Context: an optimization exercise on an open-source flow, tuned for small area. The choices shown serve that exercise and are no tape-out recipe.
At most, simulation tests tie the RTL to the original design; equivalence was not proved.
No activity file was given, so power comes from the tool's default toggle rates.

==> inputs of try-juniper <==
==> flow/design.v <==
`timescale 1ns / 1ps
`default_nettype none
`timescale 1ns / 1ps
`default_nettype none
`timescale 1ns / 1ps
`default_nettype none
module pong (
    input wire clk,
    input wire rst,
    input wire [9:0] hpos,
    input wire [9:0] vpos,
    input wire p1_btup,
    input wire p1_btdown,
    input wire p2_btup,
    input wire p2_btdown,
    input wire p1_auto,
    input wire p2_auto,
    output wire [7:0] r,
    output wire [7:0] g,
    output wire [7:0] b,
    output wire hs,
    output wire vs
    );
    reg [3:0] s1, s2;        
    reg [8:0] p1, p2;        
    reg [9:0] bx;            
    reg [8:0] by;            
    reg dxn, dyn;            
    reg [3:0] dl;            
    wire [9:0] h = hpos;
    wire [9:0] v = vpos;
    assign hs = ~(h >= 10'd656 && h < 10'd752);
    assign vs = ~(v >= 10'd491 && v < 10'd493);
    wire act = (h < 10'd640) && (v < 10'd480);
    wire sel = v[8] & v[7] & v[6] & v[5];
    wire right = bx >= 10'd320;
    wire [9:0] A;
    assign A[9] = v[9];
    assign A[8:5] = v[8:5] & (by[8:5] | {4{~sel}});
    assign A[4:1] = v[4:1] | (by[4:1] & {4{sel}});
    assign A[0] = sel ? by[0] : v[0];
    wire [8:0] P = (sel ? right : h[9]) ? p2 : p1;
    wire [10:0] S = {1'b0, A} - {2'b0, P};
    wire on = S[10:5] == 6'd0;
    wire stick1 = on && (h[9:3] == 7'd1);
    wire stick2 = on && (h[9:3] == 7'd78);
    wire sxd = sel & dxn, sxu = sel & ~dxn;
    wire syd = sel & dyn, syu = sel & ~dyn;
    wire [9:0] BX, BY;
    assign BX[9:3] = ~(h[9:3] | {7{sxu}});
    assign BX[2:1] = (~h[2:1] | {2{sxd}}) & ~{2{sxu}};
    assign BX[0] = ~h[0] | sel;
    assign BY[9] = ~v[9];
    assign BY[8:5] = ~v[8:5] | {4{syd}};
    assign BY[4:1] = ~v[4:1] & ~{4{syu}};
    assign BY[0] = ~v[0] | sel;
    wire [10:0] U = {1'b0, bx} + {1'b0, BX};
    wire [10:0] W = {2'b0, by} + {1'b0, BY};
    wire ball = (U[10:2] == 9'h0FF) && (W[10:2] == 9'h0FF);
    wire border = (v == 10'd0) || (v == 10'd479) || (h == 10'd320 && v[2]);
    wire [7:0] hq = h[9:2];
    wire [7:0] vq = v[9:2];
    wire rA = (vq == 8'd2);
    wire rBF = (vq >= 8'd3 && vq < 8'd7);
    wire rG = (vq == 8'd7);
    wire rCE = (vq >= 8'd8 && vq < 8'd12);
    wire rD = (vq == 8'd12);
    wire cL = (hq == 8'd66) || (hq == 8'd88);
    wire cM = (hq >= 8'd67 && hq < 8'd71) || (hq >= 8'd89 && hq < 8'd93);
    wire cR = (hq == 8'd71) || (hq == 8'd93);
    wire [3:0] sd = hq[4] ? s2 : s1;
    wire [6:0] gs;    
    assign gs[6] = ~(~sd[3] & ~sd[2] & ~sd[1] & sd[0] | sd[3] & sd[2] | sd[2] & ~sd[1] & ~sd[0]);
    assign gs[5] = ~sd[3] & sd[1] & sd[0] | ~sd[2] | ~sd[1] & ~sd[0];
    assign gs[4] = ~(sd[3] & sd[2] | ~sd[2] & sd[1] & ~sd[0]);
    assign gs[3] = ~(~sd[3] & ~sd[2] & ~sd[1] & sd[0] | sd[2] & ~sd[1] & ~sd[0] | sd[2] & sd[1] & sd[0]);
    assign gs[2] = ~(sd[2] & ~sd[1] | sd[0]);
    assign gs[1] = ~(~sd[3] & ~sd[2] & sd[0] | ~sd[2] & sd[1] | sd[1] & sd[0]);
    assign gs[0] = ~(~sd[3] & ~sd[2] & ~sd[1] | sd[2] & sd[1] & sd[0]);
    wire sc = (cM & (rA & gs[6] | rG & gs[0] | rD & gs[3])) |
              (cR & (rBF & gs[5] | rCE & gs[4])) |
              (cL & (rBF & gs[1] | rCE & gs[2]));
    wire sc1 = sc & ~hq[4];
    wire sc2 = sc & hq[4];
    reg [5:0] c;    
    always @* begin
        if (!act)        c = 6'b00_00_00;
        else if (ball)   c = 6'b11_11_00;
        else if (sc1)    c = 6'b11_10_10;
        else if (sc2)    c = 6'b10_10_11;
        else if (stick2) c = 6'b00_00_11;
        else if (stick1) c = 6'b10_00_00;
        else if (border) c = 6'b11_11_11;
        else             c = 6'b00_10_00;
    end
    assign r = {c[5], {7{c[4]}}};
    assign g = {c[3], {7{c[2]}}};
    assign b = {c[1], {7{c[0]}}};
    wire up = S[10] | (S[9:0] < 10'd10);
    wire dn = ~S[10] & (S[9:0] >= 10'd21);
    wire p1u = p1_auto ? (~right & up) : p1_btup;
    wire p1d = p1_auto ? (~right & dn) : p1_btdown;
    wire p2u = p2_auto ? (right & up) : p2_btup;
    wire p2d = p2_auto ? (right & dn) : p2_btdown;
    wire ups = (v == 10'd480) && (h[9:2] == 8'd0);
    wire upb = (v == 10'd481) && (h[9:3] == 7'd0) && (h[2:0] <= dl[3:1]);
    wire over = bx[9] & bx[7];                      
    wire win = (s1[3] & s1[0]) | (s2[3] & s2[0]);   
    wire wall = (by == 9'd1 && dyn) || (by == 9'd475 && !dyn);
    wire hit1 = (bx == 10'd17) && on && dxn;
    wire hit2 = (bx == 10'd620) && on && !dxn;
    wire pedge = up | dn;
    wire dec1 = ups & p1u & (p1 != 9'd0);
    wire inc1 = ups & p1d & ~(p1u & (p1 != 9'd0)) & ~(p1[8] & p1[7] & p1[6]);
    wire dec2 = ups & p2u & (p2 != 9'd0);
    wire inc2 = ups & p2d & ~(p2u & (p2 != 9'd0)) & ~(p2[8] & p2[7] & p2[6]);
    wire [8:0] t1, t2;
    assign t1[0] = dec1 | inc1;
    assign t2[0] = dec2 | inc2;
    genvar k;
    generate for (k = 1; k < 9; k = k + 1) begin : pt
        assign t1[k] = t1[k-1] & (p1[k-1] ^ dec1);
        assign t2[k] = t2[k-1] & (p2[k-1] ^ dec2);
    end endgenerate
    wire start = over & p1_btup & p2_btdown;
    wire pt2 = ~over & ~win & (bx == 10'd1);                  
    wire pt1 = ~over & ~win & ~pt2 & (bx == 10'd635);         
    wire play = ~over & ~win & ~pt1 & ~pt2;
    wire bounce = play & wall;
    wire ret = play & ~wall & (hit1 | hit2);
    wire step = upb & play & ~wall & ~(hit1 | hit2);
    wire serve = upb & (start | pt1 | pt2);
    always @(posedge clk) begin
        if (rst) begin
            s1 <= 4'hF;
            s2 <= 4'hF;
            p1 <= 9'd240;
            p2 <= 9'd240;
            bx <= 10'd640;
            by <= 9'd240;
            dxn <= 1'b0;
            dyn <= 1'b0;
            dl <= 4'd1;
        end else begin
            p1 <= p1 ^ t1;
            p2 <= p2 ^ t2;
            if (serve) begin
                bx <= 10'd320;
                by <= 9'd240;
                dxn <= pt2;
                dyn <= 1'b0;
                dl <= 4'd1;
            end else if (upb & ~over & win) begin
                bx <= 10'd640;
            end else begin
                if (step) begin
                    bx <= U[9:0];
                    by <= W[8:0];
                end
                if (upb & bounce)
                    dyn <= ~dyn;
                if (upb & ret) begin
                    if (dl != 4'd15)
                        dl <= dl + 4'd1;
                    dxn <= hit2;
                    if (pedge)
                        dyn <= 1'b1;
                end
            end
            if (upb & start) begin
                s1 <= 4'd0;
                s2 <= 4'd0;
            end
            if (upb & pt1)
                s1 <= s1 + 4'd1;
            if (upb & pt2)
                s2 <= s2 + 4'd1;
        end
    end
endmodule
==> flow/run.sh <==
#!/bin/bash
# synth_recipe.tcl (not shown) runs the flow's synth.tcl, then flattens the netlist and writes it again
# the make line also repeats each setting of config.mk as NAME=value (left out here)
make -C /OpenROAD-flow-scripts/flow DESIGN_CONFIG=/design/flow/config.mk WORK_HOME=/design/flow/orfs CLKGATE_MAP_FILE= SYNTH_SCRIPT=/design/flow/synth_recipe.tcl finish
==> flow/config.mk <==
export PLATFORM = sky130hd
export DESIGN_NAME = pong
export DESIGN_NICKNAME = pong
export VERILOG_FILES = /design/flow/design.v
export SDC_FILE = /design/flow/constraint.sdc
export NUM_CORES = 4
export LEC_CHECK = 0
export CAP_MARGIN = 20
export CORE_MARGIN = 2
export CORE_UTILIZATION = 40
export CTS_BUF_LIST = sky130_fd_sc_hd__clkbuf_8
export SLEW_MARGIN = 20
==> flow/constraint.sdc <==
create_clock -name core_clock -period 8.0 [get_ports {clk}]
set_input_delay 1.6000 -clock core_clock [delete_from_list [all_inputs] [get_ports {clk}]]
set_output_delay 1.6000 -clock core_clock [all_outputs]
set_load 0.01 [all_outputs]
==> try-willow: changes against try-juniper <==
--- a/flow/design.v
+++ b/flow/design.v
@@ -34,26 +34,14 @@
     wire act = (h < 10'd640) && (v < 10'd480);
     wire sel = v[8] & v[7] & v[6] & v[5];
     wire right = bx >= 10'd320;
-    wire [9:0] A;
-    assign A[9] = v[9];
-    assign A[8:5] = v[8:5] & (by[8:5] | {4{~sel}});
-    assign A[4:1] = v[4:1] | (by[4:1] & {4{sel}});
-    assign A[0] = sel ? by[0] : v[0];
+    wire [9:0] A = sel ? {1'b0, by} : v;
     wire [8:0] P = (sel ? right : h[9]) ? p2 : p1;
     wire [10:0] S = {1'b0, A} - {2'b0, P};
     wire on = S[10:5] == 6'd0;
     wire stick1 = on && (h[9:3] == 7'd1);
     wire stick2 = on && (h[9:3] == 7'd78);
-    wire sxd = sel & dxn, sxu = sel & ~dxn;
-    wire syd = sel & dyn, syu = sel & ~dyn;
-    wire [9:0] BX, BY;
-    assign BX[9:3] = ~(h[9:3] | {7{sxu}});
-    assign BX[2:1] = (~h[2:1] | {2{sxd}}) & ~{2{sxu}};
-    assign BX[0] = ~h[0] | sel;
-    assign BY[9] = ~v[9];
-    assign BY[8:5] = ~v[8:5] | {4{syd}};
-    assign BY[4:1] = ~v[4:1] & ~{4{syu}};
-    assign BY[0] = ~v[0] | sel;
+    wire [9:0] BX = sel ? {{9{dxn}}, 1'b1} : ~h;
+    wire [9:0] BY = sel ? {{9{dyn}}, 1'b1} : ~v;
     wire [10:0] U = {1'b0, bx} + {1'b0, BX};
     wire [10:0] W = {2'b0, by} + {1'b0, BY};
     wire ball = (U[10:2] == 9'h0FF) && (W[10:2] == 9'h0FF);
@@ -65,23 +53,33 @@
     wire rG = (vq == 8'd7);
     wire rCE = (vq >= 8'd8 && vq < 8'd12);
     wire rD = (vq == 8'd12);
-    wire cL = (hq == 8'd66) || (hq == 8'd88);
-    wire cM = (hq >= 8'd67 && hq < 8'd71) || (hq >= 8'd89 && hq < 8'd93);
-    wire cR = (hq == 8'd71) || (hq == 8'd93);
-    wire [3:0] sd = hq[4] ? s2 : s1;
-    wire [6:0] gs;    
-    assign gs[6] = ~(~sd[3] & ~sd[2] & ~sd[1] & sd[0] | sd[3] & sd[2] | sd[2] & ~sd[1] & ~sd[0]);
-    assign gs[5] = ~sd[3] & sd[1] & sd[0] | ~sd[2] | ~sd[1] & ~sd[0];
-    assign gs[4] = ~(sd[3] & sd[2] | ~sd[2] & sd[1] & ~sd[0]);
-    assign gs[3] = ~(~sd[3] & ~sd[2] & ~sd[1] & sd[0] | sd[2] & ~sd[1] & ~sd[0] | sd[2] & sd[1] & sd[0]);
-    assign gs[2] = ~(sd[2] & ~sd[1] | sd[0]);
-    assign gs[1] = ~(~sd[3] & ~sd[2] & sd[0] | ~sd[2] & sd[1] | sd[1] & sd[0]);
-    assign gs[0] = ~(~sd[3] & ~sd[2] & ~sd[1] | sd[2] & sd[1] & sd[0]);
-    wire sc = (cM & (rA & gs[6] | rG & gs[0] | rD & gs[3])) |
-              (cR & (rBF & gs[5] | rCE & gs[4])) |
-              (cL & (rBF & gs[1] | rCE & gs[2]));
-    wire sc1 = sc & ~hq[4];
-    wire sc2 = sc & hq[4];
+    wire cL1 = (hq == 8'd66);
+    wire cM1 = (hq >= 8'd67 && hq < 8'd71);
+    wire cR1 = (hq == 8'd71);
+    wire cL2 = (hq == 8'd88);
+    wire cM2 = (hq >= 8'd89 && hq < 8'd93);
+    wire cR2 = (hq == 8'd93);
+    wire [6:0] g1, g2;    
+    assign g1[6] = ~(s1[3] & s1[1] | ~s1[3] & ~s1[2] & ~s1[1] & s1[0] | s1[2] & ~s1[1] & ~s1[0]);
+    assign g1[5] = ~(s1[3] & s1[1] | s1[2] & (s1[1] ^ s1[0]));
+    assign g1[4] = ~(s1[1] & (s1[3] | ~s1[2] & ~s1[0]));
+    assign g1[3] = ~(s1[3] & s1[1] | ~s1[3] & ~s1[2] & ~s1[1] & s1[0] | s1[2] & ~s1[1] & ~s1[0] | s1[2] & s1[1] & s1[0]);
+    assign g1[2] = ~s1[0] & (~s1[2] | s1[1]) & ~(s1[3] & s1[1]);
+    assign g1[1] = ~(s1[3] & s1[1]) & (~s1[1] & ~s1[0] & ~(~s1[3] & ~s1[2]) | s1[2] & ~s1[1] | s1[2] & ~s1[0] | s1[3] | ~s1[3] & ~s1[2] & ~s1[1] & ~s1[0]);
+    assign g1[0] = ~(s1[3] & s1[1]) & ((s1[3] | s1[2] | s1[1]) & ~(s1[2] & s1[1] & s1[0]));
+    assign g2[6] = ~(s2[3] & s2[1] | ~s2[3] & ~s2[2] & ~s2[1] & s2[0] | s2[2] & ~s2[1] & ~s2[0]);
+    assign g2[5] = ~(s2[3] & s2[1] | s2[2] & (s2[1] ^ s2[0]));
+    assign g2[4] = ~(s2[1] & (s2[3] | ~s2[2] & ~s2[0]));
+    assign g2[3] = ~(s2[3] & s2[1] | ~s2[3] & ~s2[2] & ~s2[1] & s2[0] | s2[2] & ~s2[1] & ~s2[0] | s2[2] & s2[1] & s2[0]);
+    assign g2[2] = ~s2[0] & (~s2[2] | s2[1]) & ~(s2[3] & s2[1]);
+    assign g2[1] = ~(s2[3] & s2[1]) & (~s2[1] & ~s2[0] & ~(~s2[3] & ~s2[2]) | s2[2] & ~s2[1] | s2[2] & ~s2[0] | s2[3] | ~s2[3] & ~s2[2] & ~s2[1] & ~s2[0]);
+    assign g2[0] = ~(s2[3] & s2[1]) & ((s2[3] | s2[2] | s2[1]) & ~(s2[2] & s2[1] & s2[0]));
+    wire sc1 = (cM1 & (rA & g1[6] | rG & g1[0] | rD & g1[3])) |
+               (cR1 & (rBF & g1[5] | rCE & g1[4])) |
+               (cL1 & (rBF & g1[1] | rCE & g1[2]));
+    wire sc2 = (cM2 & (rA & g2[6] | rG & g2[0] | rD & g2[3])) |
+               (cR2 & (rBF & g2[5] | rCE & g2[4])) |
+               (cL2 & (rBF & g2[1] | rCE & g2[2]));
     reg [5:0] c;    
     always @* begin
         if (!act)        c = 6'b00_00_00;
@@ -96,8 +94,8 @@
     assign r = {c[5], {7{c[4]}}};
     assign g = {c[3], {7{c[2]}}};
     assign b = {c[1], {7{c[0]}}};
-    wire up = S[10] | (S[9:0] < 10'd10);
-    wire dn = ~S[10] & (S[9:0] >= 10'd21);
+    wire up = $signed(S) < 11'sd10;
+    wire dn = $signed(S) >= 11'sd21;
     wire p1u = p1_auto ? (~right & up) : p1_btup;
     wire p1d = p1_auto ? (~right & dn) : p1_btdown;
     wire p2u = p2_auto ? (right & up) : p2_btup;
CTS_BUF_LIST = unset   (was sky130_fd_sc_hd__clkbuf_8)
==> try-yarrow: changes against try-juniper <==
--- a/flow/design.v
+++ b/flow/design.v
@@ -34,26 +34,14 @@
     wire act = (h < 10'd640) && (v < 10'd480);
     wire sel = v[8] & v[7] & v[6] & v[5];
     wire right = bx >= 10'd320;
-    wire [9:0] A;
-    assign A[9] = v[9];
-    assign A[8:5] = v[8:5] & (by[8:5] | {4{~sel}});
-    assign A[4:1] = v[4:1] | (by[4:1] & {4{sel}});
-    assign A[0] = sel ? by[0] : v[0];
+    wire [9:0] A = sel ? {1'b0, by} : v;
     wire [8:0] P = (sel ? right : h[9]) ? p2 : p1;
     wire [10:0] S = {1'b0, A} - {2'b0, P};
     wire on = S[10:5] == 6'd0;
     wire stick1 = on && (h[9:3] == 7'd1);
     wire stick2 = on && (h[9:3] == 7'd78);
-    wire sxd = sel & dxn, sxu = sel & ~dxn;
-    wire syd = sel & dyn, syu = sel & ~dyn;
-    wire [9:0] BX, BY;
-    assign BX[9:3] = ~(h[9:3] | {7{sxu}});
-    assign BX[2:1] = (~h[2:1] | {2{sxd}}) & ~{2{sxu}};
-    assign BX[0] = ~h[0] | sel;
-    assign BY[9] = ~v[9];
-    assign BY[8:5] = ~v[8:5] | {4{syd}};
-    assign BY[4:1] = ~v[4:1] & ~{4{syu}};
-    assign BY[0] = ~v[0] | sel;
+    wire [9:0] BX = sel ? {{9{dxn}}, 1'b1} : ~h;
+    wire [9:0] BY = sel ? {{9{dyn}}, 1'b1} : ~v;
     wire [10:0] U = {1'b0, bx} + {1'b0, BX};
     wire [10:0] W = {2'b0, by} + {1'b0, BY};
     wire ball = (U[10:2] == 9'h0FF) && (W[10:2] == 9'h0FF);
@@ -65,23 +53,33 @@
     wire rG = (vq == 8'd7);
     wire rCE = (vq >= 8'd8 && vq < 8'd12);
     wire rD = (vq == 8'd12);
-    wire cL = (hq == 8'd66) || (hq == 8'd88);
-    wire cM = (hq >= 8'd67 && hq < 8'd71) || (hq >= 8'd89 && hq < 8'd93);
-    wire cR = (hq == 8'd71) || (hq == 8'd93);
-    wire [3:0] sd = hq[4] ? s2 : s1;
-    wire [6:0] gs;    
-    assign gs[6] = ~(~sd[3] & ~sd[2] & ~sd[1] & sd[0] | sd[3] & sd[2] | sd[2] & ~sd[1] & ~sd[0]);
-    assign gs[5] = ~sd[3] & sd[1] & sd[0] | ~sd[2] | ~sd[1] & ~sd[0];
-    assign gs[4] = ~(sd[3] & sd[2] | ~sd[2] & sd[1] & ~sd[0]);
-    assign gs[3] = ~(~sd[3] & ~sd[2] & ~sd[1] & sd[0] | sd[2] & ~sd[1] & ~sd[0] | sd[2] & sd[1] & sd[0]);
-    assign gs[2] = ~(sd[2] & ~sd[1] | sd[0]);
-    assign gs[1] = ~(~sd[3] & ~sd[2] & sd[0] | ~sd[2] & sd[1] | sd[1] & sd[0]);
-    assign gs[0] = ~(~sd[3] & ~sd[2] & ~sd[1] | sd[2] & sd[1] & sd[0]);
-    wire sc = (cM & (rA & gs[6] | rG & gs[0] | rD & gs[3])) |
-              (cR & (rBF & gs[5] | rCE & gs[4])) |
-              (cL & (rBF & gs[1] | rCE & gs[2]));
-    wire sc1 = sc & ~hq[4];
-    wire sc2 = sc & hq[4];
+    wire cL1 = (hq == 8'd66);
+    wire cM1 = (hq >= 8'd67 && hq < 8'd71);
+    wire cR1 = (hq == 8'd71);
+    wire cL2 = (hq == 8'd88);
+    wire cM2 = (hq >= 8'd89 && hq < 8'd93);
+    wire cR2 = (hq == 8'd93);
+    wire [6:0] g1, g2;    
+    assign g1[6] = ~(s1[3] & s1[1] | ~s1[3] & ~s1[2] & ~s1[1] & s1[0] | s1[2] & ~s1[1] & ~s1[0]);
+    assign g1[5] = ~(s1[3] & s1[1] | s1[2] & (s1[1] ^ s1[0]));
+    assign g1[4] = ~(s1[1] & (s1[3] | ~s1[2] & ~s1[0]));
+    assign g1[3] = ~(s1[3] & s1[1] | ~s1[3] & ~s1[2] & ~s1[1] & s1[0] | s1[2] & ~s1[1] & ~s1[0] | s1[2] & s1[1] & s1[0]);
+    assign g1[2] = ~s1[0] & (~s1[2] | s1[1]) & ~(s1[3] & s1[1]);
+    assign g1[1] = ~(s1[3] & s1[1]) & (~s1[1] & ~s1[0] & ~(~s1[3] & ~s1[2]) | s1[2] & ~s1[1] | s1[2] & ~s1[0] | s1[3] | ~s1[3] & ~s1[2] & ~s1[1] & ~s1[0]);
+    assign g1[0] = ~(s1[3] & s1[1]) & ((s1[3] | s1[2] | s1[1]) & ~(s1[2] & s1[1] & s1[0]));
+    assign g2[6] = ~(s2[3] & s2[1] | ~s2[3] & ~s2[2] & ~s2[1] & s2[0] | s2[2] & ~s2[1] & ~s2[0]);
+    assign g2[5] = ~(s2[3] & s2[1] | s2[2] & (s2[1] ^ s2[0]));
+    assign g2[4] = ~(s2[1] & (s2[3] | ~s2[2] & ~s2[0]));
+    assign g2[3] = ~(s2[3] & s2[1] | ~s2[3] & ~s2[2] & ~s2[1] & s2[0] | s2[2] & ~s2[1] & ~s2[0] | s2[2] & s2[1] & s2[0]);
+    assign g2[2] = ~s2[0] & (~s2[2] | s2[1]) & ~(s2[3] & s2[1]);
+    assign g2[1] = ~(s2[3] & s2[1]) & (~s2[1] & ~s2[0] & ~(~s2[3] & ~s2[2]) | s2[2] & ~s2[1] | s2[2] & ~s2[0] | s2[3] | ~s2[3] & ~s2[2] & ~s2[1] & ~s2[0]);
+    assign g2[0] = ~(s2[3] & s2[1]) & ((s2[3] | s2[2] | s2[1]) & ~(s2[2] & s2[1] & s2[0]));
+    wire sc1 = (cM1 & (rA & g1[6] | rG & g1[0] | rD & g1[3])) |
+               (cR1 & (rBF & g1[5] | rCE & g1[4])) |
+               (cL1 & (rBF & g1[1] | rCE & g1[2]));
+    wire sc2 = (cM2 & (rA & g2[6] | rG & g2[0] | rD & g2[3])) |
+               (cR2 & (rBF & g2[5] | rCE & g2[4])) |
+               (cL2 & (rBF & g2[1] | rCE & g2[2]));
     reg [5:0] c;    
     always @* begin
         if (!act)        c = 6'b00_00_00;
CTS_BUF_LIST = unset   (was sky130_fd_sc_hd__clkbuf_8)
==> metrics.yaml <==
finish:
  finalNonFillerCells: 896
  leading_cell_types_in_the_layout_fill_and_taps_excluded: "79 x sky130_fd_sc_hd__nor2_1, 68 x sky130_fd_sc_hd__nand2_1, 53 x sky130_fd_sc_hd__clkdlybuf4s50_1"
  proportion_of_cell_area_occupied_by_multi_input_gates_pct: 65.4
  nonclk_inv_count: 24
sta:
  worst-slew-pin-transition_ps: 1100
drt:
  met1_routed_length_mm: 7.09
clock_network:
  clkSlewWorstSetupHoldPaths_ps: 90
die:
  floorplan.core_area_um2: 12700
  floorplan.die.width_um: 118
yosys:
  syn-instance-count: 695
  synth_simple_gate_area_share_pct: 29.1
status:
  status: "no timing/DRC/antenna violations"
pwr:
  power_clock_uw: 158
  sw_frac_of_total_pct: 31.5
  pwr-share-comb_pct: 22.9
place:
  place_congestion: 0.965
global_route:
  grt_start_max_net_pins: 28
The numbers above come from try-juniper.

==> metrics.yaml <==
status:
  status: "no timing/DRC/antenna violations"
sta:
  worst-slew-pin-transition_ps: 902
pwr:
  sw_frac_of_total_pct: 30.3
  pwr-share-comb_pct: 23.5
die:
  floorplan.die.width_um: 120
  floorplan.core_area_um2: 13200
place:
  place_congestion: 0.930
yosys:
  synth_simple_gate_area_share_pct: 28.4
clock_network:
  clkSlewWorstSetupHoldPaths_ps: 70
finish:
  leading_cell_types_in_the_layout_fill_and_taps_excluded: "68 x sky130_fd_sc_hd__nor2_1, 54 x sky130_fd_sc_hd__nand2_1, 53 x sky130_fd_sc_hd__a21oi_1, 53 x sky130_fd_sc_hd__clkdlybuf4s50_1, 51 x sky130_fd_sc_hd__dfxtp_1"
The numbers above come from try-yarrow.

==> metrics.yaml <==
status:
  status: "no timing/DRC/antenna violations"
pwr:
  power_clock_uw: 266
  sw_frac_of_total_pct: 28.4
  pwr-share-comb_pct: 20.3
sta:
  worst-slew-pin-transition_ps: 888
global_route:
  grt_start_max_net_pins: 31
place:
  place_congestion: 0.920
clock_network:
  clkSlewWorstSetupHoldPaths_ps: 70
finish:
  proportion_of_cell_area_occupied_by_multi_input_gates_pct: 64.2
  finalNonFillerCells: 921
  leading_cell_types_in_the_layout_fill_and_taps_excluded: "81 x sky130_fd_sc_hd__nand2_1, 68 x sky130_fd_sc_hd__a21oi_1, 51 x sky130_fd_sc_hd__nor2_1, 51 x sky130_fd_sc_hd__dfxtp_1, 44 x sky130_fd_sc_hd__clkdlybuf4s50_1"
  nonclk_inv_count: 22
yosys:
  syn-instance-count: 718
drt:
  met1_routed_length_mm: 7.50
The numbers above come from try-willow.

Only the layout flow was run in try-willow; the RTL was not checked for function there.

## re-timing with driven ports
The results above use ideal ports. As a check the final layouts listed here were re-extracted and re-timed, cells and wires unchanged.
Step 1 assumes that a clkbuf_16 drives the clock port and a buf_2 every other input.
Step 2 adds t to the input delays and takes it off the output delays; t is the mean of the earliest and latest rising clock arrival at the registers after step 1. Input paths then give back, and output paths get back, about the clock's delay inside the block.
Slacks: no drivers / after step 1 / after step 2; pairs: no drivers / after step 1.
| run | t (ns) | setup WS [ns] | worst slew at a driven data input, ns |
|---|---|---|---|
| try-juniper | 0.355 | 0.349 / 0.314 / 0.314 | 0.04 |
| try-willow | 0.339 | 0.347 / 0.323 / 0.323 | 0.05 |
| try-yarrow | 0.342 | 0.246 / 0.221 / 0.221 | 0.04 |
After both steps setup and hold are still met in every run listed. The setup slack of try-juniper, which loses most, moves by -0.035 ns with the drivers and by -0.035 ns with both steps.
